Context: an optimization exercise on an open-source flow, tuned for small area, a short achievable clock period and few clock cycles per item. The choices shown serve that exercise and are no tape-out recipe.
Where RTL was checked, it was by simulation tests only, not by an equivalence proof against the original.
The RTL of run 2 was laid out without a check of its function.

==> flow/design.v <==
module bubbleSort #(
    parameter SIZE_DATA = 16,
    parameter NUM_VALS  = 8
)(
    input  logic                         i_clk,
    input  logic                         i_rst_n,
    input  logic                         i_start,
    input  logic [NUM_VALS-1:0][SIZE_DATA-1:0]    i_data,
    output logic [NUM_VALS-1:0][SIZE_DATA-1:0]    o_data,
    output logic                         o_done
);
    logic [2:0] valid;
    always_ff @(posedge i_clk or negedge i_rst_n) begin
        if (!i_rst_n)
            valid <= '0;
        else
            valid <= {valid[1:0], i_start};
    end
    assign o_done = valid[2];
    logic s1_02, sn1_02;
    bs_cmp_00 c1_02 (.a(i_data[0]), .b(i_data[2]), .s(s1_02), .sn(sn1_02));
    logic s1_13, sn1_13;
    bs_cmp_00 c1_13 (.a(i_data[1]), .b(i_data[3]), .s(s1_13), .sn(sn1_13));
    logic s1_46, sn1_46;
    bs_cmp_00 c1_46 (.a(i_data[4]), .b(i_data[6]), .s(s1_46), .sn(sn1_46));
    logic s1_57, sn1_57;
    bs_cmp_00 c1_57 (.a(i_data[5]), .b(i_data[7]), .s(s1_57), .sn(sn1_57));
    logic [SIZE_DATA-1:0] k1_0, k1_2;
    bs_swap_00011 x1_02 (.a(i_data[0]), .b(i_data[2]), .s(s1_02), .sn(sn1_02), .lo(k1_0), .hi(k1_2));
    logic [SIZE_DATA-1:0] k1_1, k1_3;
    bs_swap_00000 x1_13 (.a(i_data[1]), .b(i_data[3]), .s(s1_13), .sn(sn1_13), .lo(k1_1), .hi(k1_3));
    logic [SIZE_DATA-1:0] k1_4, k1_6;
    bs_swap_00011 x1_46 (.a(i_data[4]), .b(i_data[6]), .s(s1_46), .sn(sn1_46), .lo(k1_4), .hi(k1_6));
    logic [SIZE_DATA-1:0] k1_5, k1_7;
    bs_swap_00011 x1_57 (.a(i_data[5]), .b(i_data[7]), .s(s1_57), .sn(sn1_57), .lo(k1_5), .hi(k1_7));
    logic [SIZE_DATA-1:0] r0_0;
    logic [SIZE_DATA-1:0] r0_1;
    logic [SIZE_DATA-1:0] r0_2;
    logic [SIZE_DATA-1:0] r0_3;
    logic [SIZE_DATA-1:0] r0_4;
    logic [SIZE_DATA-1:0] r0_5;
    logic [SIZE_DATA-1:0] r0_6;
    logic [SIZE_DATA-1:0] r0_7;
    always_ff @(posedge i_clk) begin
        r0_0 <= k1_0;
        r0_1 <= k1_1;
        r0_2 <= k1_2;
        r0_3 <= k1_3;
        r0_4 <= k1_4;
        r0_5 <= k1_5;
        r0_6 <= k1_6;
        r0_7 <= k1_7;
    end
    logic s2_04, sn2_04;
    bs_cmp_11 c2_04 (.a(r0_0), .b(r0_4), .s(s2_04), .sn(sn2_04));
    logic s2_15, sn2_15;
    bs_cmp_01 c2_15 (.a(r0_1), .b(r0_5), .s(s2_15), .sn(sn2_15));
    logic s2_26, sn2_26;
    bs_cmp_11 c2_26 (.a(r0_2), .b(r0_6), .s(s2_26), .sn(sn2_26));
    logic s2_37, sn2_37;
    bs_cmp_01 c2_37 (.a(r0_3), .b(r0_7), .s(s2_37), .sn(sn2_37));
    logic [SIZE_DATA-1:0] k2_0, k2_4;
    bs_swap_11100 x2_04 (.a(r0_0), .b(r0_4), .s(s2_04), .sn(sn2_04), .lo(k2_0), .hi(k2_4));
    logic [SIZE_DATA-1:0] k2_1, k2_5;
    bs_swap_01011 x2_15 (.a(r0_1), .b(r0_5), .s(s2_15), .sn(sn2_15), .lo(k2_1), .hi(k2_5));
    logic [SIZE_DATA-1:0] k2_2, k2_6;
    bs_swap_11100 x2_26 (.a(r0_2), .b(r0_6), .s(s2_26), .sn(sn2_26), .lo(k2_2), .hi(k2_6));
    logic [SIZE_DATA-1:0] k2_3, k2_7;
    bs_swap_01011 x2_37 (.a(r0_3), .b(r0_7), .s(s2_37), .sn(sn2_37), .lo(k2_3), .hi(k2_7));
    logic s3_01, sn3_01;
    bs_cmp_01 c3_01 (.a(k2_0), .b(k2_1), .s(s3_01), .sn(sn3_01));
    logic s3_23, sn3_23;
    bs_cmp_01 c3_23 (.a(k2_2), .b(k2_3), .s(s3_23), .sn(sn3_23));
    logic s3_45, sn3_45;
    bs_cmp_01 c3_45 (.a(k2_4), .b(k2_5), .s(s3_45), .sn(sn3_45));
    logic s3_67, sn3_67;
    bs_cmp_01 c3_67 (.a(k2_6), .b(k2_7), .s(s3_67), .sn(sn3_67));
    logic [SIZE_DATA-1:0] k3_0, k3_1;
    bs_swap_01100 x3_01 (.a(k2_0), .b(k2_1), .s(s3_01), .sn(sn3_01), .lo(k3_0), .hi(k3_1));
    logic [SIZE_DATA-1:0] k3_2, k3_3;
    bs_swap_01100 x3_23 (.a(k2_2), .b(k2_3), .s(s3_23), .sn(sn3_23), .lo(k3_2), .hi(k3_3));
    logic [SIZE_DATA-1:0] k3_4, k3_5;
    bs_swap_01011 x3_45 (.a(k2_4), .b(k2_5), .s(s3_45), .sn(sn3_45), .lo(k3_4), .hi(k3_5));
    logic [SIZE_DATA-1:0] k3_6, k3_7;
    bs_swap_01100 x3_67 (.a(k2_6), .b(k2_7), .s(s3_67), .sn(sn3_67), .lo(k3_6), .hi(k3_7));
    logic s4_24, sn4_24;
    bs_cmp_01 c4_24 (.a(k3_2), .b(k3_4), .s(s4_24), .sn(sn4_24));
    logic s4_35, sn4_35;
    bs_cmp_01 c4_35 (.a(k3_3), .b(k3_5), .s(s4_35), .sn(sn4_35));
    logic [SIZE_DATA-1:0] r1_0;
    logic [SIZE_DATA-1:0] r1_1;
    logic [SIZE_DATA-1:0] r1_2;
    logic [SIZE_DATA-1:0] r1_3;
    logic [SIZE_DATA-1:0] r1_4;
    logic [SIZE_DATA-1:0] r1_5;
    logic [SIZE_DATA-1:0] r1_6;
    logic [SIZE_DATA-1:0] r1_7;
    logic r1_s4_24;
    logic r1_sn4_24;
    logic r1_s4_35;
    logic r1_sn4_35;
    always_ff @(posedge i_clk) begin
        r1_0 <= k3_0;
        r1_1 <= k3_1;
        r1_2 <= k3_2;
        r1_3 <= k3_3;
        r1_4 <= k3_4;
        r1_5 <= k3_5;
        r1_6 <= k3_6;
        r1_7 <= k3_7;
        r1_s4_24 <= s4_24;
        r1_sn4_24 <= sn4_24;
        r1_s4_35 <= s4_35;
        r1_sn4_35 <= sn4_35;
    end
    logic [SIZE_DATA-1:0] k4_2, k4_4;
    bs_swap_01011 x4_24 (.a(r1_2), .b(r1_4), .s(r1_s4_24), .sn(r1_sn4_24), .lo(k4_2), .hi(k4_4));
    logic [SIZE_DATA-1:0] k4_3, k4_5;
    bs_swap_01100 x4_35 (.a(r1_3), .b(r1_5), .s(r1_s4_35), .sn(r1_sn4_35), .lo(k4_3), .hi(k4_5));
    logic s5_14, sn5_14;
    bs_cmp_01 c5_14 (.a(r1_1), .b(k4_4), .s(s5_14), .sn(sn5_14));
    logic s5_36, sn5_36;
    bs_cmp_00 c5_36 (.a(k4_3), .b(r1_6), .s(s5_36), .sn(sn5_36));
    logic [SIZE_DATA-1:0] k5_1, k5_4;
    bs_swap_01100 x5_14 (.a(r1_1), .b(k4_4), .s(s5_14), .sn(sn5_14), .lo(k5_1), .hi(k5_4));
    logic [SIZE_DATA-1:0] k5_3, k5_6;
    bs_swap_00011 x5_36 (.a(k4_3), .b(r1_6), .s(s5_36), .sn(sn5_36), .lo(k5_3), .hi(k5_6));
    logic s6_12, sn6_12;
    bs_cmp_01 c6_12 (.a(k5_1), .b(k4_2), .s(s6_12), .sn(sn6_12));
    logic s6_34, sn6_34;
    bs_cmp_10 c6_34 (.a(k5_3), .b(k5_4), .s(s6_34), .sn(sn6_34));
    logic s6_56, sn6_56;
    bs_cmp_01 c6_56 (.a(k4_5), .b(k5_6), .s(s6_56), .sn(sn6_56));
    logic [SIZE_DATA-1:0] k6_1, k6_2;
    bs_swap_01100 x6_12 (.a(k5_1), .b(k4_2), .s(s6_12), .sn(sn6_12), .lo(k6_1), .hi(k6_2));
    logic [SIZE_DATA-1:0] k6_3, k6_4;
    bs_swap_10100 x6_34 (.a(k5_3), .b(k5_4), .s(s6_34), .sn(sn6_34), .lo(k6_3), .hi(k6_4));
    logic [SIZE_DATA-1:0] k6_5, k6_6;
    bs_swap_01100 x6_56 (.a(k4_5), .b(k5_6), .s(s6_56), .sn(sn6_56), .lo(k6_5), .hi(k6_6));
    logic [SIZE_DATA-1:0] r2_0;
    logic [SIZE_DATA-1:0] r2_1;
    logic [SIZE_DATA-1:0] r2_2;
    logic [SIZE_DATA-1:0] r2_3;
    logic [SIZE_DATA-1:0] r2_4;
    logic [SIZE_DATA-1:0] r2_5;
    logic [SIZE_DATA-1:0] r2_6;
    logic [SIZE_DATA-1:0] r2_7;
    always_ff @(posedge i_clk) begin
        r2_0 <= r1_0;
        r2_1 <= k6_1;
        r2_2 <= k6_2;
        r2_3 <= k6_3;
        r2_4 <= k6_4;
        r2_5 <= k6_5;
        r2_6 <= k6_6;
        r2_7 <= r1_7;
    end
    assign o_data[0] = r2_0;
    assign o_data[1] = r2_1;
    assign o_data[2] = r2_2;
    assign o_data[3] = r2_3;
    assign o_data[4] = r2_4;
    assign o_data[5] = r2_5;
    assign o_data[6] = r2_6;
    assign o_data[7] = r2_7;
endmodule
module bs_cmp_00 (
    input  logic [15:0] a,
    input  logic [15:0] b,
    output logic        s,
    output logic        sn
);
    logic [15:0] bi;
    for (genvar i = 0; i < 16; i++) begin : ib
        bs_inv u (.A(b[i]), .Y(bi[i]));
    end
    logic [15:0] g0, p0;
    for (genvar i = 0; i < 16; i++) begin : lf
        bs_nand2 ug (.A(a[i]), .B(bi[i]), .Y(g0[i]));
        if (i > 0) begin : pp
            bs_nor2 up (.A(a[i]), .B(bi[i]), .Y(p0[i]));
        end else begin : np
            assign p0[i] = 1'b0;
        end
    end
    logic [7:0] g1, p1;
    for (genvar i = 0; i < 8; i++) begin : t1
        bs_o21ai ug (.A1(p0[2*i+1]), .A2(g0[2*i]), .B1(g0[2*i+1]), .Y(g1[i]));
        if (i > 0) begin : pp
            bs_nor2 up (.A(p0[2*i+1]), .B(p0[2*i]), .Y(p1[i]));
        end else begin : np
            assign p1[i] = 1'b0;
        end
    end
    logic [3:0] g2, p2;
    for (genvar i = 0; i < 4; i++) begin : t2
        bs_a21oi ug (.A1(p1[2*i+1]), .A2(g1[2*i]), .B1(g1[2*i+1]), .Y(g2[i]));
        if (i > 0) begin : pp
            bs_nand2 up (.A(p1[2*i+1]), .B(p1[2*i]), .Y(p2[i]));
        end else begin : np
            assign p2[i] = 1'b0;
        end
    end
    logic [1:0] g3, p3;
    for (genvar i = 0; i < 2; i++) begin : t3
        bs_o21ai ug (.A1(p2[2*i+1]), .A2(g2[2*i]), .B1(g2[2*i+1]), .Y(g3[i]));
        if (i > 0) begin : pp
            bs_nor2 up (.A(p2[2*i+1]), .B(p2[2*i]), .Y(p3[i]));
        end else begin : np
            assign p3[i] = 1'b0;
        end
    end
    bs_a21o urp (.A1(p3[1]), .A2(g3[0]), .B1(g3[1]), .X(s));
    bs_a21oi urn (.A1(p3[1]), .A2(g3[0]), .B1(g3[1]), .Y(sn));
endmodule
module bs_swap_00011 (
    input  logic [15:0] a,
    input  logic [15:0] b,
    input  logic        s,
    input  logic        sn,
    output logic [15:0] lo,
    output logic [15:0] hi
);
    for (genvar i = 0; i < 16; i++) begin : bit_
        bs_o22ai ulo (.A1(a[i]), .A2(s), .B1(b[i]), .B2(sn), .Y(lo[i]));
        bs_o22ai uhi (.A1(b[i]), .A2(s), .B1(a[i]), .B2(sn), .Y(hi[i]));
    end
endmodule
module bs_swap_00000 (
    input  logic [15:0] a,
    input  logic [15:0] b,
    input  logic        s,
    input  logic        sn,
    output logic [15:0] lo,
    output logic [15:0] hi
);
    for (genvar i = 0; i < 16; i++) begin : bit_
        bs_a22o ulo (.A1(b[i]), .A2(s), .B1(a[i]), .B2(sn), .X(lo[i]));
        bs_a22o uhi (.A1(a[i]), .A2(s), .B1(b[i]), .B2(sn), .X(hi[i]));
    end
endmodule
module bs_cmp_11 (
    input  logic [15:0] a,
    input  logic [15:0] b,
    output logic        s,
    output logic        sn
);
    logic [15:0] bi;
    for (genvar i = 0; i < 16; i++) begin : ib
        bs_inv u (.A(b[i]), .Y(bi[i]));
    end
    logic [15:0] g0, p0;
    for (genvar i = 0; i < 16; i++) begin : lf
        bs_nor2 ug (.A(a[i]), .B(bi[i]), .Y(g0[i]));
        if (i > 0) begin : pp
            bs_nand2 up (.A(a[i]), .B(bi[i]), .Y(p0[i]));
        end else begin : np
            assign p0[i] = 1'b0;
        end
    end
    logic [7:0] g1, p1;
    for (genvar i = 0; i < 8; i++) begin : t1
        bs_a21oi ug (.A1(p0[2*i+1]), .A2(g0[2*i]), .B1(g0[2*i+1]), .Y(g1[i]));
        if (i > 0) begin : pp
            bs_nand2 up (.A(p0[2*i+1]), .B(p0[2*i]), .Y(p1[i]));
        end else begin : np
            assign p1[i] = 1'b0;
        end
    end
    logic [3:0] g2, p2;
    for (genvar i = 0; i < 4; i++) begin : t2
        bs_o21ai ug (.A1(p1[2*i+1]), .A2(g1[2*i]), .B1(g1[2*i+1]), .Y(g2[i]));
        if (i > 0) begin : pp
            bs_nor2 up (.A(p1[2*i+1]), .B(p1[2*i]), .Y(p2[i]));
        end else begin : np
            assign p2[i] = 1'b0;
        end
    end
    logic [1:0] g3, p3;
    for (genvar i = 0; i < 2; i++) begin : t3
        bs_a21oi ug (.A1(p2[2*i+1]), .A2(g2[2*i]), .B1(g2[2*i+1]), .Y(g3[i]));
        if (i > 0) begin : pp
            bs_nand2 up (.A(p2[2*i+1]), .B(p2[2*i]), .Y(p3[i]));
        end else begin : np
            assign p3[i] = 1'b0;
        end
    end
    bs_o21ai urp (.A1(p3[1]), .A2(g3[0]), .B1(g3[1]), .Y(s));
    bs_o21a urn (.A1(p3[1]), .A2(g3[0]), .B1(g3[1]), .X(sn));
endmodule
module bs_cmp_01 (
    input  logic [15:0] a,
    input  logic [15:0] b,
    output logic        s,
    output logic        sn
);
    logic [15:0] g0, p0;
    for (genvar i = 0; i < 16; i++) begin : lf
        bs_nand2 ug (.A(a[i]), .B(b[i]), .Y(g0[i]));
        if (i > 0) begin : pp
            bs_nor2 up (.A(a[i]), .B(b[i]), .Y(p0[i]));
        end else begin : np
            assign p0[i] = 1'b0;
        end
    end
    logic [7:0] g1, p1;
    for (genvar i = 0; i < 8; i++) begin : t1
        bs_o21ai ug (.A1(p0[2*i+1]), .A2(g0[2*i]), .B1(g0[2*i+1]), .Y(g1[i]));
        if (i > 0) begin : pp
            bs_nor2 up (.A(p0[2*i+1]), .B(p0[2*i]), .Y(p1[i]));
        end else begin : np
            assign p1[i] = 1'b0;
        end
    end
    logic [3:0] g2, p2;
    for (genvar i = 0; i < 4; i++) begin : t2
        bs_a21oi ug (.A1(p1[2*i+1]), .A2(g1[2*i]), .B1(g1[2*i+1]), .Y(g2[i]));
        if (i > 0) begin : pp
            bs_nand2 up (.A(p1[2*i+1]), .B(p1[2*i]), .Y(p2[i]));
        end else begin : np
            assign p2[i] = 1'b0;
        end
    end
    logic [1:0] g3, p3;
    for (genvar i = 0; i < 2; i++) begin : t3
        bs_o21ai ug (.A1(p2[2*i+1]), .A2(g2[2*i]), .B1(g2[2*i+1]), .Y(g3[i]));
        if (i > 0) begin : pp
            bs_nor2 up (.A(p2[2*i+1]), .B(p2[2*i]), .Y(p3[i]));
        end else begin : np
            assign p3[i] = 1'b0;
        end
    end
    bs_a21o urp (.A1(p3[1]), .A2(g3[0]), .B1(g3[1]), .X(s));
    bs_a21oi urn (.A1(p3[1]), .A2(g3[0]), .B1(g3[1]), .Y(sn));
endmodule
module bs_swap_11100 (
    input  logic [15:0] a,
    input  logic [15:0] b,
    input  logic        s,
    input  logic        sn,
    output logic [15:0] lo,
    output logic [15:0] hi
);
    for (genvar i = 0; i < 16; i++) begin : bit_
        bs_o22ai ulo (.A1(a[i]), .A2(s), .B1(b[i]), .B2(sn), .Y(lo[i]));
        bs_o22ai uhi (.A1(b[i]), .A2(s), .B1(a[i]), .B2(sn), .Y(hi[i]));
    end
endmodule
module bs_swap_01011 (
    input  logic [15:0] a,
    input  logic [15:0] b,
    input  logic        s,
    input  logic        sn,
    output logic [15:0] lo,
    output logic [15:0] hi
);
    for (genvar i = 0; i < 16; i++) begin : bit_
        logic bi;
        bs_inv ub (.A(b[i]), .Y(bi));
        bs_o22ai ulo (.A1(a[i]), .A2(s), .B1(bi), .B2(sn), .Y(lo[i]));
        bs_o22ai uhi (.A1(bi), .A2(s), .B1(a[i]), .B2(sn), .Y(hi[i]));
    end
endmodule
module bs_swap_01100 (
    input  logic [15:0] a,
    input  logic [15:0] b,
    input  logic        s,
    input  logic        sn,
    output logic [15:0] lo,
    output logic [15:0] hi
);
    for (genvar i = 0; i < 16; i++) begin : bit_
        logic ai;
        bs_inv ua (.A(a[i]), .Y(ai));
        bs_o22ai ulo (.A1(ai), .A2(s), .B1(b[i]), .B2(sn), .Y(lo[i]));
        bs_o22ai uhi (.A1(b[i]), .A2(s), .B1(ai), .B2(sn), .Y(hi[i]));
    end
endmodule
module bs_cmp_10 (
    input  logic [15:0] a,
    input  logic [15:0] b,
    output logic        s,
    output logic        sn
);
    logic [15:0] g0, p0;
    for (genvar i = 0; i < 16; i++) begin : lf
        bs_nor2 ug (.A(a[i]), .B(b[i]), .Y(g0[i]));
        if (i > 0) begin : pp
            bs_nand2 up (.A(a[i]), .B(b[i]), .Y(p0[i]));
        end else begin : np
            assign p0[i] = 1'b0;
        end
    end
    logic [7:0] g1, p1;
    for (genvar i = 0; i < 8; i++) begin : t1
        bs_a21oi ug (.A1(p0[2*i+1]), .A2(g0[2*i]), .B1(g0[2*i+1]), .Y(g1[i]));
        if (i > 0) begin : pp
            bs_nand2 up (.A(p0[2*i+1]), .B(p0[2*i]), .Y(p1[i]));
        end else begin : np
            assign p1[i] = 1'b0;
        end
    end
    logic [3:0] g2, p2;
    for (genvar i = 0; i < 4; i++) begin : t2
        bs_o21ai ug (.A1(p1[2*i+1]), .A2(g1[2*i]), .B1(g1[2*i+1]), .Y(g2[i]));
        if (i > 0) begin : pp
            bs_nor2 up (.A(p1[2*i+1]), .B(p1[2*i]), .Y(p2[i]));
        end else begin : np
            assign p2[i] = 1'b0;
        end
    end
    logic [1:0] g3, p3;
    for (genvar i = 0; i < 2; i++) begin : t3
        bs_a21oi ug (.A1(p2[2*i+1]), .A2(g2[2*i]), .B1(g2[2*i+1]), .Y(g3[i]));
        if (i > 0) begin : pp
            bs_nand2 up (.A(p2[2*i+1]), .B(p2[2*i]), .Y(p3[i]));
        end else begin : np
            assign p3[i] = 1'b0;
        end
    end
    bs_o21ai urp (.A1(p3[1]), .A2(g3[0]), .B1(g3[1]), .Y(s));
    bs_o21a urn (.A1(p3[1]), .A2(g3[0]), .B1(g3[1]), .X(sn));
endmodule
module bs_swap_10100 (
    input  logic [15:0] a,
    input  logic [15:0] b,
    input  logic        s,
    input  logic        sn,
    output logic [15:0] lo,
    output logic [15:0] hi
);
    for (genvar i = 0; i < 16; i++) begin : bit_
        logic bi;
        bs_inv ub (.A(b[i]), .Y(bi));
        bs_o22ai ulo (.A1(a[i]), .A2(s), .B1(bi), .B2(sn), .Y(lo[i]));
        bs_o22ai uhi (.A1(bi), .A2(s), .B1(a[i]), .B2(sn), .Y(hi[i]));
    end
endmodule
module bs_inv (
    input  logic A,
    output logic Y
);
    assign Y = ~A;
endmodule
module bs_nand2 (
    input  logic A,
    input  logic B,
    output logic Y
);
    assign Y = ~(A & B);
endmodule
module bs_nor2 (
    input  logic A,
    input  logic B,
    output logic Y
);
    assign Y = ~(A | B);
endmodule
module bs_nand2b (
    input  logic A_N,
    input  logic B,
    output logic Y
);
    assign Y = A_N | ~B;
endmodule
module bs_nor2b (
    input  logic A,
    input  logic B_N,
    output logic Y
);
    assign Y = ~A & B_N;
endmodule
module bs_a21oi (
    input  logic A1,
    input  logic A2,
    input  logic B1,
    output logic Y
);
    assign Y = ~((A1 & A2) | B1);
endmodule
module bs_o21ai (
    input  logic A1,
    input  logic A2,
    input  logic B1,
    output logic Y
);
    assign Y = ~((A1 | A2) & B1);
endmodule
module bs_a21o (
    input  logic A1,
    input  logic A2,
    input  logic B1,
    output logic X
);
    assign X = (A1 & A2) | B1;
endmodule
module bs_o21a (
    input  logic A1,
    input  logic A2,
    input  logic B1,
    output logic X
);
    assign X = (A1 | A2) & B1;
endmodule
module bs_o22ai (
    input  logic A1,
    input  logic A2,
    input  logic B1,
    input  logic B2,
    output logic Y
);
    assign Y = ~((A1 | A2) & (B1 | B2));
endmodule
module bs_a22o (
    input  logic A1,
    input  logic A2,
    input  logic B1,
    input  logic B2,
    output logic X
);
    assign X = (A1 & A2) | (B1 & B2);
endmodule
module bs_o2bb2ai (
    input  logic A1_N,
    input  logic A2_N,
    input  logic B1,
    input  logic B2,
    output logic Y
);
    assign Y = (A1_N & A2_N) | (~B1 & ~B2);
endmodule
==> flow/flow/run.sh <==
#!/bin/bash
# Layout flow: the standard ORFS flow (standard.sh) with these changes:
#  - synthesis: if flow/cells_map.v exists, the design's gate-level leaf
#    modules (bs_*) are mapped onto the sky130hd cells of the same function
#    before the rest of synth_recipe.tcl runs; the remaining logic is mapped
#    with flow/abc.script instead of ORFS's abc_area.script. The register
#    mapping is unchanged.
#  - the make variables in flow/make_vars.txt (one VAR=value per line) are
#    added to the make command line, e.g. a larger SETUP_SLACK_MARGIN so
#    repair_timing sizes and buffers the critical paths.
# Each tool's log stays in orfs/logs/; the make output goes to standard_custom.log.
set -euo pipefail
HERE=$(pwd)
cp "$FLOW_HOME/scripts/synth.tcl" synth_abc.tcl
sed -i "s|^source \$::env(SCRIPTS_DIR)/synth_preamble.tcl|&\nset abc_args [lreplace \$abc_args 1 1 $HERE/flow/abc.script]|" synth_abc.tcl
if [[ -f flow/cells_map.v ]]; then
  sed -i "0,/^hierarchy -check -top \$::env(DESIGN_NAME)/s||&\ntechmap -map $HERE/flow/cells_map.v|" synth_abc.tcl
fi
sed "s|\$::env(SCRIPTS_DIR)/synth.tcl|$HERE/synth_abc.tcl|" synth_recipe.tcl > synth_recipe_abc.tcl
EXTRA=""
while IFS= read -r line; do
  [[ -z "$line" || "$line" == \#* ]] && continue
  EXTRA="$EXTRA '$line'"
done < flow/make_vars.txt
sed -e "s|SYNTH_SCRIPT=[^ ]*|SYNTH_SCRIPT=$HERE/synth_recipe_abc.tcl|" \
    -e "s|\"\${@:-finish}\"|$EXTRA &|" standard.sh > standard_custom.sh
bash standard_custom.sh "$@" > standard_custom.log 2>&1
==> flow/flow/abc.script <==
strash
dch
map -B 0.9
topo
stime -c
buffer -c
upsize -c
dnsize -c
==> flow/flow/cells_map.v <==
// Maps the design's gate-level leaf modules (bs_*) onto the sky130hd cells
// of the same function, drive strength 1.

module bs_inv (A, Y);
    input A;
    output Y;
    sky130_fd_sc_hd__inv_1 _TECHMAP_REPLACE_ (.A(A), .Y(Y));
endmodule

module bs_nand2 (A, B, Y);
    input A, B;
    output Y;
    sky130_fd_sc_hd__nand2_1 _TECHMAP_REPLACE_ (.A(A), .B(B), .Y(Y));
endmodule

module bs_nor2 (A, B, Y);
    input A, B;
    output Y;
    sky130_fd_sc_hd__nor2_1 _TECHMAP_REPLACE_ (.A(A), .B(B), .Y(Y));
endmodule

module bs_nand2b (A_N, B, Y);
    input A_N, B;
    output Y;
    sky130_fd_sc_hd__nand2b_1 _TECHMAP_REPLACE_ (.A_N(A_N), .B(B), .Y(Y));
endmodule

module bs_nor2b (A, B_N, Y);
    input A, B_N;
    output Y;
    sky130_fd_sc_hd__nor2b_1 _TECHMAP_REPLACE_ (.A(A), .B_N(B_N), .Y(Y));
endmodule

module bs_a21oi (A1, A2, B1, Y);
    input A1, A2, B1;
    output Y;
    sky130_fd_sc_hd__a21oi_1 _TECHMAP_REPLACE_ (.A1(A1), .A2(A2), .B1(B1), .Y(Y));
endmodule

module bs_o21ai (A1, A2, B1, Y);
    input A1, A2, B1;
    output Y;
    sky130_fd_sc_hd__o21ai_1 _TECHMAP_REPLACE_ (.A1(A1), .A2(A2), .B1(B1), .Y(Y));
endmodule

module bs_a21o (A1, A2, B1, X);
    input A1, A2, B1;
    output X;
    sky130_fd_sc_hd__a21o_1 _TECHMAP_REPLACE_ (.A1(A1), .A2(A2), .B1(B1), .X(X));
endmodule

module bs_o21a (A1, A2, B1, X);
    input A1, A2, B1;
    output X;
    sky130_fd_sc_hd__o21a_1 _TECHMAP_REPLACE_ (.A1(A1), .A2(A2), .B1(B1), .X(X));
endmodule

module bs_o22ai (A1, A2, B1, B2, Y);
    input A1, A2, B1, B2;
    output Y;
    sky130_fd_sc_hd__o22ai_1 _TECHMAP_REPLACE_ (.A1(A1), .A2(A2), .B1(B1), .B2(B2), .Y(Y));
endmodule

module bs_a22o (A1, A2, B1, B2, X);
    input A1, A2, B1, B2;
    output X;
    sky130_fd_sc_hd__a22o_1 _TECHMAP_REPLACE_ (.A1(A1), .A2(A2), .B1(B1), .B2(B2), .X(X));
endmodule

module bs_o2bb2ai (A1_N, A2_N, B1, B2, Y);
    input A1_N, A2_N, B1, B2;
    output Y;
    sky130_fd_sc_hd__o2bb2ai_1 _TECHMAP_REPLACE_ (.A1_N(A1_N), .A2_N(A2_N), .B1(B1), .B2(B2), .Y(Y));
endmodule
module bs_or2 (A, B, X);
    input A, B;
    output X;
    sky130_fd_sc_hd__or2_1 _TECHMAP_REPLACE_ (.A(A), .B(B), .X(X));
endmodule

module bs_a222oi (A1, A2, B1, B2, C1, C2, Y);
    input A1, A2, B1, B2, C1, C2;
    output Y;
    sky130_fd_sc_hd__a222oi_1 _TECHMAP_REPLACE_ (.A1(A1), .A2(A2), .B1(B1), .B2(B2), .C1(C1), .C2(C2), .Y(Y));
endmodule

module bs_nor3 (A, B, C, Y);
    input A, B, C;
    output Y;
    sky130_fd_sc_hd__nor3_1 _TECHMAP_REPLACE_ (.A(A), .B(B), .C(C), .Y(Y));
endmodule

module bs_nor4 (A, B, C, D, Y);
    input A, B, C, D;
    output Y;
    sky130_fd_sc_hd__nor4_1 _TECHMAP_REPLACE_ (.A(A), .B(B), .C(C), .D(D), .Y(Y));
endmodule
==> flow/flow/make_vars.txt <==
SETUP_SLACK_MARGIN=10.6
BUFFER_PORTS_ARGS=-buffer_cell sky130_fd_sc_hd__buf_1
CTS_ARGS=-sink_clustering_enable -repair_clock_nets -dont_use_dummy_load -buf_list {sky130_fd_sc_hd__clkbuf_8} -sink_clustering_size 20 -sink_clustering_max_diameter 60
==> flow/standard.sh <==
#!/bin/bash
# synth_recipe.tcl (not shown) runs the flow's synth.tcl, then flattens the netlist and writes it again
# the make line also repeats each setting of config.mk as NAME=value (left out here)
make -C /OpenROAD-flow-scripts/flow DESIGN_CONFIG=/design/flow/config.mk WORK_HOME=/design/flow/orfs CLKGATE_MAP_FILE= SYNTH_SCRIPT=/design/flow/synth_recipe.tcl "${@:-finish}"
==> flow/config.mk <==
export PLATFORM = sky130hd
export DESIGN_NAME = bubbleSort
export DESIGN_NICKNAME = bubbleSort
export VERILOG_FILES = /design/flow/design.v
export SDC_FILE = /design/flow/constraint.sdc
export NUM_CORES = 8
export LEC_CHECK = 0
export ABC_AREA = 1
export CAP_MARGIN = 50
export CORE_MARGIN = 2
export CORE_UTILIZATION = 40
export GPL_ROUTABILITY_DRIVEN = 0
export SLEW_MARGIN = 50
==> flow/constraint.sdc <==
create_clock -name core_clock -period 15.0 [get_ports {i_clk}]
set_input_delay 3.0000 -clock core_clock [delete_from_list [all_inputs] [get_ports {i_clk}]]
set_output_delay 3.0000 -clock core_clock [all_outputs]
set_load 0.01 [all_outputs]
==> results of run 1 <==
==> cell usage after synthesis <==
master,number,area share
a21o_1,16,0.0069
a21oi_1,110,0.032
a22o_1,32,0.016
dfrtp_1,3,0.0043
dfxtp_1,388,0.45
inv_1,304,0.065
nand2_1,373,0.080
nor2_1,425,0.092
o21a_1,3,0.0013
o21ai_1,175,0.050
o22ai_1,576,0.21
==> worst paths after layout <==
path | from | to | slack [ns] | cells past startpoint
worst max register to register | r0_2[7]$_DFF_P_ | r1_s4_24$_DFF_P_ | 10.85 | 19
max in group asynchronous | i_rst_n | valid[0]$_DFF_PN0_ | 12.69 | 1
min in group asynchronous | i_rst_n | valid[2]$_DFF_PN0_ | 2.16 | 1
worst min register to register | r1_0[3]$_DFF_P_ | r2_0[3]$_DFF_P_ | 0.31 | 0
worst min-delay path | r1_0[3]$_DFF_P_ | r2_0[3]$_DFF_P_ | 0.31 | 0
worst max-delay path | r2_0[8]$_DFF_P_ | o_data[8] | 10.76 | 1
==> stage by stage <==
| step | instances |
|---|---|
| 2_1_floorplan | 2405 |
| 3_3_place_gp | 3250 |
| 3_5_place_dp | 3251 |
| 4_1_cts | 3281 |
| 5_1_grt | 3297 |
| 6_report | 3297 |
==> cells by family after synthesis <==
| family | after synthesis | synth area share |
|---|---|---|
| AOI/OAI and AO/OA | 912 | 0.313 |
| and+or+nand+nor | 798 | 0.172 |
| DFF | 391 | 0.450 |
| buffers and inverters | 304 | 0.0655 |
==> cell type report <==
| type | count | area, sq um | share of cell area |
|---|---|---|---|
| sequential | 391 | 7850 | 0.391 |
| clock buffer | 30 | 413 | 0.0206 |
| timing repair buffer | 277 | 1180 | 0.0590 |
| tap | 585 | 732 | 0.0365 |
| multi-input combinational | 1710 | 8740 | 0.436 |
| inverter | 304 | 1140 | 0.0569 |
==> routing by layer <==
metal	track usage	vias up	part of all wire
li1	-	9126	-
met1	0.323	8131	0.43
met2	0.415	689	0.46
met3	0.0346	112	0.077
met4	0.0858	0	0.033
met5	0	-	0
==> placed cells by master (no fill, tap or decap), drive strengths merged <==
cell type / instances
nand2: 373
o22ai: 576
nor2: 425
o21a: 3
clkbuf: 30
a21oi: 110
a22o: 32
o21ai: 175
inv: 304
dfxtp: 388
a21o: 16
buf: 277
dfrtp: 3
==> results.sh, run 1 <==
export IMPL_synthDistinctLibCells=11
export IMPL_clk_pin_slew_ns=0.11
export IMPL_grt_overflow_total=0
export IMPL_cts_tree="built"
export IMPL_ys_seq_area_frac=0.450
export IMPL_antenna_found_initial=0
export IMPL_critPathTopFamily="flip-flops"
export IMPL_tightest_slew_ns=0.732
export IMPL_slew_limit_headroom=0.512
export IMPL_crit_path_cell_trace="buf_1"
export IMPL_start_util=0.405
export IMPL_routedWlPerCell_microns=17.5
export IMPL_fillers=4343
export IMPL_grt_util_all_layers=0.246
export IMPL_syn_nets=2536
export IMPL_avgSynthCellArea_sq_um=7.25
export IMPL_vias=18100
export IMPL_antenna_left=0
export IMPL_cp_required_ns=12.00
export IMPL_drc=0
export IMPL_dp_hpwl_microns=46700
export IMPL_rsz0062_at_grt="false"
export IMPL_core_sq_um=43100
export IMPL_start_kind="flip-flop"
export IMPL_grt_max_degree=33
export IMPL_num_rows=76
export IMPL_cts_hold_buf=0
export IMPL_max_stage_delay_ns=0.40
export IMPL_timing_final_crit_share=0.283
export IMPL_min_path_type="flip-flop to flip-flop"
export IMPL_crit_path_top_delay_cell="dfxtp_1"
export IMPL_pre_cts_slack_ns=10.22
export IMPL_grt_pass1_vias=15800
export IMPL_critPathKind="flip-flop to output port"
export IMPL_design_portCount=260
export IMPL_netlist_instances=2405
export IMPL_area_growth_pct=15.1
export IMPL_placed_cell_area_sq_um=19400
export IMPL_synthesis_area_sq_um=17400
export IMPL_grt_first_pass_wirelength_microns=87100
export IMPL_fin_area_sq_um=20100
export IMPL_clock_sinks=391
export IMPL_hold_violations=0
export IMPL_setup_ws_ns=10.76
export IMPL_die_area_sq_um=45300
export IMPL_skew_ns=0.0948
export IMPL_hold_worst_slack_ns=0.306
export IMPL_drt_total_wl_microns=57800
export IMPL_cts_repair_resized=0
export IMPL_clk_latency_ns=0.67
export IMPL_cts_max_level=1
export IMPL_drive_gt1_frac=0.0347
export IMPL_finalSetupViolations=0
export IMPL_drt_initial_drc_count=1481
export IMPL_nNetsFinal=2845
export IMPL_synth_warnings=1
export IMPL_clock_path_buffers=3
export IMPL_cp_max_fo=1
export IMPL_drv_slew=0
export IMPL_numPortBuffers=259
export IMPL_post_cts_buffers=0
export IMPL_die_w_microns=213
export IMPL_worst_setup_path_end_kind="output port"
export IMPL_antennaDiodeCount=0
export IMPL_status="complete, no violations"
export IMPL_viasPerCell=5.48
export IMPL_cts_buffers=30
export IMPL_max_clock_freq_mhz=236
export IMPL_fin_crit_ns=4.24
export IMPL_final_core_util=0.466
export IMPL_maxCapViolCount=0
export IMPL_die_h_microns=213
export IMPL_fin_tns_setup_ns=0
export IMPL_crit_arrival_ns=1.24
export IMPL_crit_buf_inv=1
export IMPL_cts_root_buffer="clkbuf_8"
export IMPL_dr_pass1_iters=6
export IMPL_synth_seq_cells=391
Testbench counts, summed over its fixed seeds: cycles 2,072, sets 2,048.
==> inputs of run 2 (changes only) <==
--- a/flow/design.v
+++ b/flow/design.v
@@ -28,3 +28,3 @@
     logic [SIZE_DATA-1:0] k1_0, k1_2;
-    bs_swap_00011 x1_02 (.a(i_data[0]), .b(i_data[2]), .s(s1_02), .sn(sn1_02), .lo(k1_0), .hi(k1_2));
+    bs_swap_00010 x1_02 (.a(i_data[0]), .b(i_data[2]), .s(s1_02), .sn(sn1_02), .lo(k1_0), .hi(k1_2));
     logic [SIZE_DATA-1:0] k1_1, k1_3;
@@ -32,3 +32,3 @@
     logic [SIZE_DATA-1:0] k1_4, k1_6;
-    bs_swap_00011 x1_46 (.a(i_data[4]), .b(i_data[6]), .s(s1_46), .sn(sn1_46), .lo(k1_4), .hi(k1_6));
+    bs_swap_00001 x1_46 (.a(i_data[4]), .b(i_data[6]), .s(s1_46), .sn(sn1_46), .lo(k1_4), .hi(k1_6));
     logic [SIZE_DATA-1:0] k1_5, k1_7;
@@ -54,3 +54,3 @@
     logic s2_04, sn2_04;
-    bs_cmp_11 c2_04 (.a(r0_0), .b(r0_4), .s(s2_04), .sn(sn2_04));
+    bs_cmp_10 c2_04 (.a(r0_0), .b(r0_4), .s(s2_04), .sn(sn2_04));
     logic s2_15, sn2_15;
@@ -58,3 +58,3 @@
     logic s2_26, sn2_26;
-    bs_cmp_11 c2_26 (.a(r0_2), .b(r0_6), .s(s2_26), .sn(sn2_26));
+    bs_cmp_01 c2_26 (.a(r0_2), .b(r0_6), .s(s2_26), .sn(sn2_26));
     logic s2_37, sn2_37;
@@ -62,3 +62,3 @@
     logic [SIZE_DATA-1:0] k2_0, k2_4;
-    bs_swap_11100 x2_04 (.a(r0_0), .b(r0_4), .s(s2_04), .sn(sn2_04), .lo(k2_0), .hi(k2_4));
+    bs_swap_10100 x2_04 (.a(r0_0), .b(r0_4), .s(s2_04), .sn(sn2_04), .lo(k2_0), .hi(k2_4));
     logic [SIZE_DATA-1:0] k2_1, k2_5;
@@ -66,3 +66,3 @@
     logic [SIZE_DATA-1:0] k2_2, k2_6;
-    bs_swap_11100 x2_26 (.a(r0_2), .b(r0_6), .s(s2_26), .sn(sn2_26), .lo(k2_2), .hi(k2_6));
+    bs_swap_01100 x2_26 (.a(r0_2), .b(r0_6), .s(s2_26), .sn(sn2_26), .lo(k2_2), .hi(k2_6));
     logic [SIZE_DATA-1:0] k2_3, k2_7;
@@ -118,3 +118,7 @@
     logic [SIZE_DATA-1:0] k4_3, k4_5;
-    bs_swap_01100 x4_35 (.a(r1_3), .b(r1_5), .s(r1_s4_35), .sn(r1_sn4_35), .lo(k4_3), .hi(k4_5));
+    bs_swap_01011 x4_35 (.a(r1_3), .b(r1_5), .s(r1_s4_35), .sn(r1_sn4_35), .lo(k4_3), .hi(k4_5));
+    logic [SIZE_DATA-1:0] f4_5;
+    for (genvar i = 0; i < SIZE_DATA; i++) begin : fl4_5
+        bs_inv u (.A(k4_5[i]), .Y(f4_5[i]));
+    end
     logic s5_14, sn5_14;
@@ -122,3 +126,3 @@
     logic s5_36, sn5_36;
-    bs_cmp_00 c5_36 (.a(k4_3), .b(r1_6), .s(s5_36), .sn(sn5_36));
+    bs_cmp_10 c5_36 (.a(k4_3), .b(r1_6), .s(s5_36), .sn(sn5_36));
     logic [SIZE_DATA-1:0] k5_1, k5_4;
@@ -126,3 +130,3 @@
     logic [SIZE_DATA-1:0] k5_3, k5_6;
-    bs_swap_00011 x5_36 (.a(k4_3), .b(r1_6), .s(s5_36), .sn(sn5_36), .lo(k5_3), .hi(k5_6));
+    bs_swap_10011 x5_36 (.a(k4_3), .b(r1_6), .s(s5_36), .sn(sn5_36), .lo(k5_3), .hi(k5_6));
     logic s6_12, sn6_12;
@@ -132,3 +136,3 @@
     logic s6_56, sn6_56;
-    bs_cmp_01 c6_56 (.a(k4_5), .b(k5_6), .s(s6_56), .sn(sn6_56));
+    bs_cmp_01 c6_56 (.a(f4_5), .b(k5_6), .s(s6_56), .sn(sn6_56));
     logic [SIZE_DATA-1:0] k6_1, k6_2;
@@ -138,3 +142,3 @@
     logic [SIZE_DATA-1:0] k6_5, k6_6;
-    bs_swap_01100 x6_56 (.a(k4_5), .b(k5_6), .s(s6_56), .sn(sn6_56), .lo(k6_5), .hi(k6_6));
+    bs_swap_01100 x6_56 (.a(f4_5), .b(k5_6), .s(s6_56), .sn(sn6_56), .lo(k6_5), .hi(k6_6));
     logic [SIZE_DATA-1:0] r2_0;
@@ -215,3 +219,3 @@
 endmodule
-module bs_swap_00011 (
+module bs_swap_00010 (
     input  logic [15:0] a,
@@ -225,3 +229,3 @@
         bs_o22ai ulo (.A1(a[i]), .A2(s), .B1(b[i]), .B2(sn), .Y(lo[i]));
-        bs_o22ai uhi (.A1(b[i]), .A2(s), .B1(a[i]), .B2(sn), .Y(hi[i]));
+        bs_a22o uhi (.A1(a[i]), .A2(s), .B1(b[i]), .B2(sn), .X(hi[i]));
     end
@@ -241,3 +245,29 @@
 endmodule
-module bs_cmp_11 (
+module bs_swap_00001 (
+    input  logic [15:0] a,
+    input  logic [15:0] b,
+    input  logic        s,
+    input  logic        sn,
+    output logic [15:0] lo,
+    output logic [15:0] hi
+);
+    for (genvar i = 0; i < 16; i++) begin : bit_
+        bs_a22o ulo (.A1(b[i]), .A2(s), .B1(a[i]), .B2(sn), .X(lo[i]));
+        bs_o22ai uhi (.A1(b[i]), .A2(s), .B1(a[i]), .B2(sn), .Y(hi[i]));
+    end
+endmodule
+module bs_swap_00011 (
+    input  logic [15:0] a,
+    input  logic [15:0] b,
+    input  logic        s,
+    input  logic        sn,
+    output logic [15:0] lo,
+    output logic [15:0] hi
+);
+    for (genvar i = 0; i < 16; i++) begin : bit_
+        bs_o22ai ulo (.A1(a[i]), .A2(s), .B1(b[i]), .B2(sn), .Y(lo[i]));
+        bs_o22ai uhi (.A1(b[i]), .A2(s), .B1(a[i]), .B2(sn), .Y(hi[i]));
+    end
+endmodule
+module bs_cmp_10 (
     input  logic [15:0] a,
@@ -247,11 +277,7 @@
 );
-    logic [15:0] bi;
-    for (genvar i = 0; i < 16; i++) begin : ib
-        bs_inv u (.A(b[i]), .Y(bi[i]));
-    end
     logic [15:0] g0, p0;
     for (genvar i = 0; i < 16; i++) begin : lf
-        bs_nor2 ug (.A(a[i]), .B(bi[i]), .Y(g0[i]));
+        bs_nor2 ug (.A(a[i]), .B(b[i]), .Y(g0[i]));
         if (i > 0) begin : pp
-            bs_nand2 up (.A(a[i]), .B(bi[i]), .Y(p0[i]));
+            bs_nand2 up (.A(a[i]), .B(b[i]), .Y(p0[i]));
         end else begin : np
@@ -335,3 +361,3 @@
 endmodule
-module bs_swap_11100 (
+module bs_swap_10100 (
     input  logic [15:0] a,
@@ -344,4 +370,6 @@
     for (genvar i = 0; i < 16; i++) begin : bit_
-        bs_o22ai ulo (.A1(a[i]), .A2(s), .B1(b[i]), .B2(sn), .Y(lo[i]));
-        bs_o22ai uhi (.A1(b[i]), .A2(s), .B1(a[i]), .B2(sn), .Y(hi[i]));
+        logic bi;
+        bs_inv ub (.A(b[i]), .Y(bi));
+        bs_o22ai ulo (.A1(a[i]), .A2(s), .B1(bi), .B2(sn), .Y(lo[i]));
+        bs_o22ai uhi (.A1(bi), .A2(s), .B1(a[i]), .B2(sn), .Y(hi[i]));
     end
@@ -378,48 +406,3 @@
 endmodule
-module bs_cmp_10 (
-    input  logic [15:0] a,
-    input  logic [15:0] b,
-    output logic        s,
-    output logic        sn
-);
-    logic [15:0] g0, p0;
-    for (genvar i = 0; i < 16; i++) begin : lf
-        bs_nor2 ug (.A(a[i]), .B(b[i]), .Y(g0[i]));
-        if (i > 0) begin : pp
-            bs_nand2 up (.A(a[i]), .B(b[i]), .Y(p0[i]));
-        end else begin : np
-            assign p0[i] = 1'b0;
-        end
-    end
-    logic [7:0] g1, p1;
-    for (genvar i = 0; i < 8; i++) begin : t1
-        bs_a21oi ug (.A1(p0[2*i+1]), .A2(g0[2*i]), .B1(g0[2*i+1]), .Y(g1[i]));
-        if (i > 0) begin : pp
-            bs_nand2 up (.A(p0[2*i+1]), .B(p0[2*i]), .Y(p1[i]));
-        end else begin : np
-            assign p1[i] = 1'b0;
-        end
-    end
-    logic [3:0] g2, p2;
-    for (genvar i = 0; i < 4; i++) begin : t2
-        bs_o21ai ug (.A1(p1[2*i+1]), .A2(g1[2*i]), .B1(g1[2*i+1]), .Y(g2[i]));
-        if (i > 0) begin : pp
-            bs_nor2 up (.A(p1[2*i+1]), .B(p1[2*i]), .Y(p2[i]));
-        end else begin : np
-            assign p2[i] = 1'b0;
-        end
-    end
-    logic [1:0] g3, p3;
-    for (genvar i = 0; i < 2; i++) begin : t3
-        bs_a21oi ug (.A1(p2[2*i+1]), .A2(g2[2*i]), .B1(g2[2*i+1]), .Y(g3[i]));
-        if (i > 0) begin : pp
-            bs_nand2 up (.A(p2[2*i+1]), .B(p2[2*i]), .Y(p3[i]));
-        end else begin : np
-            assign p3[i] = 1'b0;
-        end
-    end
-    bs_o21ai urp (.A1(p3[1]), .A2(g3[0]), .B1(g3[1]), .Y(s));
-    bs_o21a urn (.A1(p3[1]), .A2(g3[0]), .B1(g3[1]), .X(sn));
-endmodule
-module bs_swap_10100 (
+module bs_swap_10011 (
     input  logic [15:0] a,
@@ -432,6 +415,6 @@
     for (genvar i = 0; i < 16; i++) begin : bit_
-        logic bi;
-        bs_inv ub (.A(b[i]), .Y(bi));
-        bs_o22ai ulo (.A1(a[i]), .A2(s), .B1(bi), .B2(sn), .Y(lo[i]));
-        bs_o22ai uhi (.A1(bi), .A2(s), .B1(a[i]), .B2(sn), .Y(hi[i]));
+        logic ai;
+        bs_inv ua (.A(a[i]), .Y(ai));
+        bs_o22ai ulo (.A1(ai), .A2(s), .B1(b[i]), .B2(sn), .Y(lo[i]));
+        bs_o22ai uhi (.A1(b[i]), .A2(s), .B1(ai), .B2(sn), .Y(hi[i]));
     end
--- a/flow/flow/cells_map.v
+++ b/flow/flow/cells_map.v
@@ -74,24 +74 @@
 endmodule
-module bs_or2 (A, B, X);
-    input A, B;
-    output X;
-    sky130_fd_sc_hd__or2_1 _TECHMAP_REPLACE_ (.A(A), .B(B), .X(X));
-endmodule
-
-module bs_a222oi (A1, A2, B1, B2, C1, C2, Y);
-    input A1, A2, B1, B2, C1, C2;
-    output Y;
-    sky130_fd_sc_hd__a222oi_1 _TECHMAP_REPLACE_ (.A1(A1), .A2(A2), .B1(B1), .B2(B2), .C1(C1), .C2(C2), .Y(Y));
-endmodule
-
-module bs_nor3 (A, B, C, Y);
-    input A, B, C;
-    output Y;
-    sky130_fd_sc_hd__nor3_1 _TECHMAP_REPLACE_ (.A(A), .B(B), .C(C), .Y(Y));
-endmodule
-
-module bs_nor4 (A, B, C, D, Y);
-    input A, B, C, D;
-    output Y;
-    sky130_fd_sc_hd__nor4_1 _TECHMAP_REPLACE_ (.A(A), .B(B), .C(C), .D(D), .Y(Y));
-endmodule
--- a/flow/config.mk
+++ b/flow/config.mk
@@ -11,3 +11,2 @@
 export CORE_UTILIZATION = 40
-export GPL_ROUTABILITY_DRIVEN = 0
 export SLEW_MARGIN = 50
==> results.sh, run 2 <==
export IMPL_met2_usage=0.411
export IMPL_fin_crit_ns=4.21
export IMPL_avgSynthCellArea_sq_um=7.26
export IMPL_hold_violations=0
export IMPL_synth_warnings=1
export IMPL_pre_cts_slack_ns=10.24
export IMPL_die_w_microns=214
export IMPL_min_to="r2_0[12]$_DFF_P_"
export IMPL_crit_path_cell_trace="buf_1"
export IMPL_final_cell_mix="543 x o22ai_1, 425 x nor2_1, 384 x dfxtp_1"
export IMPL_top_usage_layer="met2"
export IMPL_cp_max_fo=1
export IMPL_grt_util_all_layers=0.244
export IMPL_synth_main_ff_cell="dfxtp_1"
export IMPL_postSynth_asyncResetShare=0.00767
export IMPL_clock_path_buffers=3
export IMPL_synth_most_common_cell="o22ai_1"
export IMPL_status="complete, no violations"
export IMPL_drv_slew=0
export IMPL_antenna_left=0
export IMPL_num_rows=76
export IMPL_cts_max_level=1
export IMPL_synthDominantCellAreaShare=0.442
export IMPL_yosysTopAreaCell="dfxtp_1"
export IMPL_start_util=0.407
export IMPL_core_sq_um=43200
export IMPL_grt_max_degree=33
export IMPL_drt_total_wl_microns=57600
export IMPL_start_kind="flip-flop"
export IMPL_timing_final_crit_share=0.280
export IMPL_antennaDiodeCount=0
export IMPL_cts_tree="built"
export IMPL_nNetsFinal=2860
export IMPL_synthesis_area_sq_um=17600
export IMPL_cp_depth=1
export IMPL_area_growth_pct=14.6
export IMPL_setup_ws_ns=10.79
export IMPL_finalWeightedCongestion=0.928
export IMPL_use_met3=0.0287
export IMPL_ys_top_cells_by_area="dfxtp_1 44%, o22ai_1 19%, nor2_1 9.1%, nand2_1 8.0%, inv_1 6.8%"
export IMPL_drc=0
export IMPL_grt_pass1_vias=15500
export IMPL_crit_path_top_delay_cell="dfxtp_1"
export IMPL_max_clock_freq_mhz=238
export IMPL_synth_edff_count=0
export IMPL_hold_path_startpoint="r1_0[12]$_DFF_P_"
export IMPL_regArea_sq_um=7850
export IMPL_cts_buffers=28
export IMPL_maxCapViolCount=0
export IMPL_post_cts_buffers=0
export IMPL_clock_sinks=391
export IMPL_clk_pin_slew_ns=0.11
export IMPL_r2r_cells=13
export IMPL_fillers=4387
export IMPL_numPortBuffers=259
export IMPL_skew_ns=0.109
export IMPL_final_common_cell="o22ai_1"
export IMPL_crit_arrival_ns=1.21
export IMPL_fin_tns_setup_ns=0
export IMPL_cts_root_buffer="clkbuf_8"
export IMPL_max_stage_delay_ns=0.40
export IMPL_r2r_start="r1_s4_24$_DFF_P_"
export IMPL_min_path_type="flip-flop to flip-flop"
export IMPL_ys_seq_area_frac=0.446
export IMPL_synthDistinctLibCells=11
export IMPL_design_portCount=260
export IMPL_r2r_slack_ns=10.90
export IMPL_slew_limit_headroom=0.500
export IMPL_rsz0062_at_grt="true"
export IMPL_routedWlPerCell_microns=17.4
export IMPL_critPathKind="flip-flop to output port"
export IMPL_die_h_microns=214
export IMPL_r2r_end="r2_4[10]$_DFF_P_"
export IMPL_syn_nets=2552
export IMPL_min_path_cells=0
export IMPL_cp_required_ns=12.00
export IMPL_drt_initial_drc_count=1804
export IMPL_finalSetupViolations=0
export IMPL_tightest_slew_ns=0.751
export IMPL_crit_buf_inv=1
export IMPL_drive_gt1_frac=0.0319
export IMPL_antenna_found_initial=0
export IMPL_yosys_top_cells_count="544 x o22ai_1, 425 x nor2_1, 388 x dfxtp_1"
export IMPL_die_area_sq_um=45600
export IMPL_clk_latency_ns=0.66
export IMPL_worst_setup_path_end_kind="output port"
export IMPL_viasPerCell=5.43
export IMPL_dp_hpwl_microns=46700
export IMPL_netlist_instances=2421
export IMPL_grt_overflow_total=0
export IMPL_gr_usage_met1=0.324
export IMPL_synth_seq_cells=391
export IMPL_critPathTopFamily="flip-flops"
export IMPL_dr_pass1_iters=6
export IMPL_vias=18000
export IMPL_grt_first_pass_wirelength_microns=86200
export IMPL_multi_input_area_sq_um=8780
-- run 2: repair_timing --
action / CTS / global route
endpoints found under the setup margin: 0 / 4
gates resized for setup: 0 / 6
hold buffers: 0 / 0
-- run 2: layout make-up --
type | count | area share
flip-flops and latches | 391 | 0.390
multi-input cells | 1710 | 0.436
well taps | 585 | 0.0363
inverters | 320 | 0.0596
clock buffers | 28 | 0.0191
repair buffers | 278 | 0.0592
-- run 2: worst max-delay path by stage --
stage | from | endpoint
after detailed placement | i_data[127] | r0_7[6]$_DFF_P_
after floorplan | i_data[119] | r0_5[0]$_DFF_P_
after global placement | i_data[89] | r0_7[3]$_DFF_P_
final | r2_0[15]$_DFF_P_ | o_data[15]
after CTS | r2_0[4]$_DFF_P_ | o_data[4]
after global routing | r0_6[1]$_DFF_P_ | r1_s4_24$_DFF_P_
-- run 2: cells by family after synthesis --
group | count (synthesis) | synth area share
AOI/OAI and AO/OA | 912 | 0.315
and+or+nand+nor | 798 | 0.170
DFF | 391 | 0.446
buffers and inverters | 320 | 0.0684
-- run 2: through the flow --
step                hold slack [ns]  std cells  area (sq um)   util
floorplan                     0.310       2421         17600      -
global placement              0.312       3265         19400  0.449
detailed placement            0.314       3267         19500  0.452
CTS                           0.304       3295         19900  0.461
global route                  0.302       3312         20100  0.467
finish                        0.302       3312         20100  0.467
-- run 2: routing by layer --
layer / vias up / routed length [microns]
li1: 9150 / -
met5: - / 0
met1: 8148 / 25800
met3: 82 / 3620
met4: 0 / 1780
met2: 605 / 26400

## port drivers added, routing unchanged
How much do the figures lean on ideal ports? The routed layouts below were timed once more, with nothing changed but the port constraints. Step 1: set_driving_cell puts a clkbuf_16 on i_clk and a buf_2 on each other input, an assumption about the parent block. Step 2 adds t to the input delays and takes it off the output delays; t is the mean of the earliest and latest rising clock arrival at the registers after step 1. Input paths then give back, and output paths get back, about the clock's delay inside the block. a / b / c = no drivers / after step 1 / after step 2; a / b = the first two.
run	shift t [ns]	slack for setup (ns)	worst setup path after step 2	latest minus earliest clock arrival (ns)
run 1	0.677	10.758 / 10.704 / 10.187	input to register	0.097 / 0.097
run 2	0.651	10.794 / 10.745 / 10.216	input to register	0.110 / 0.109
After both steps setup and hold are still met in every run listed. For run 2, which loses most, drivers alone change the setup slack by -0.049 ns; drivers and shift together by -0.578 ns.
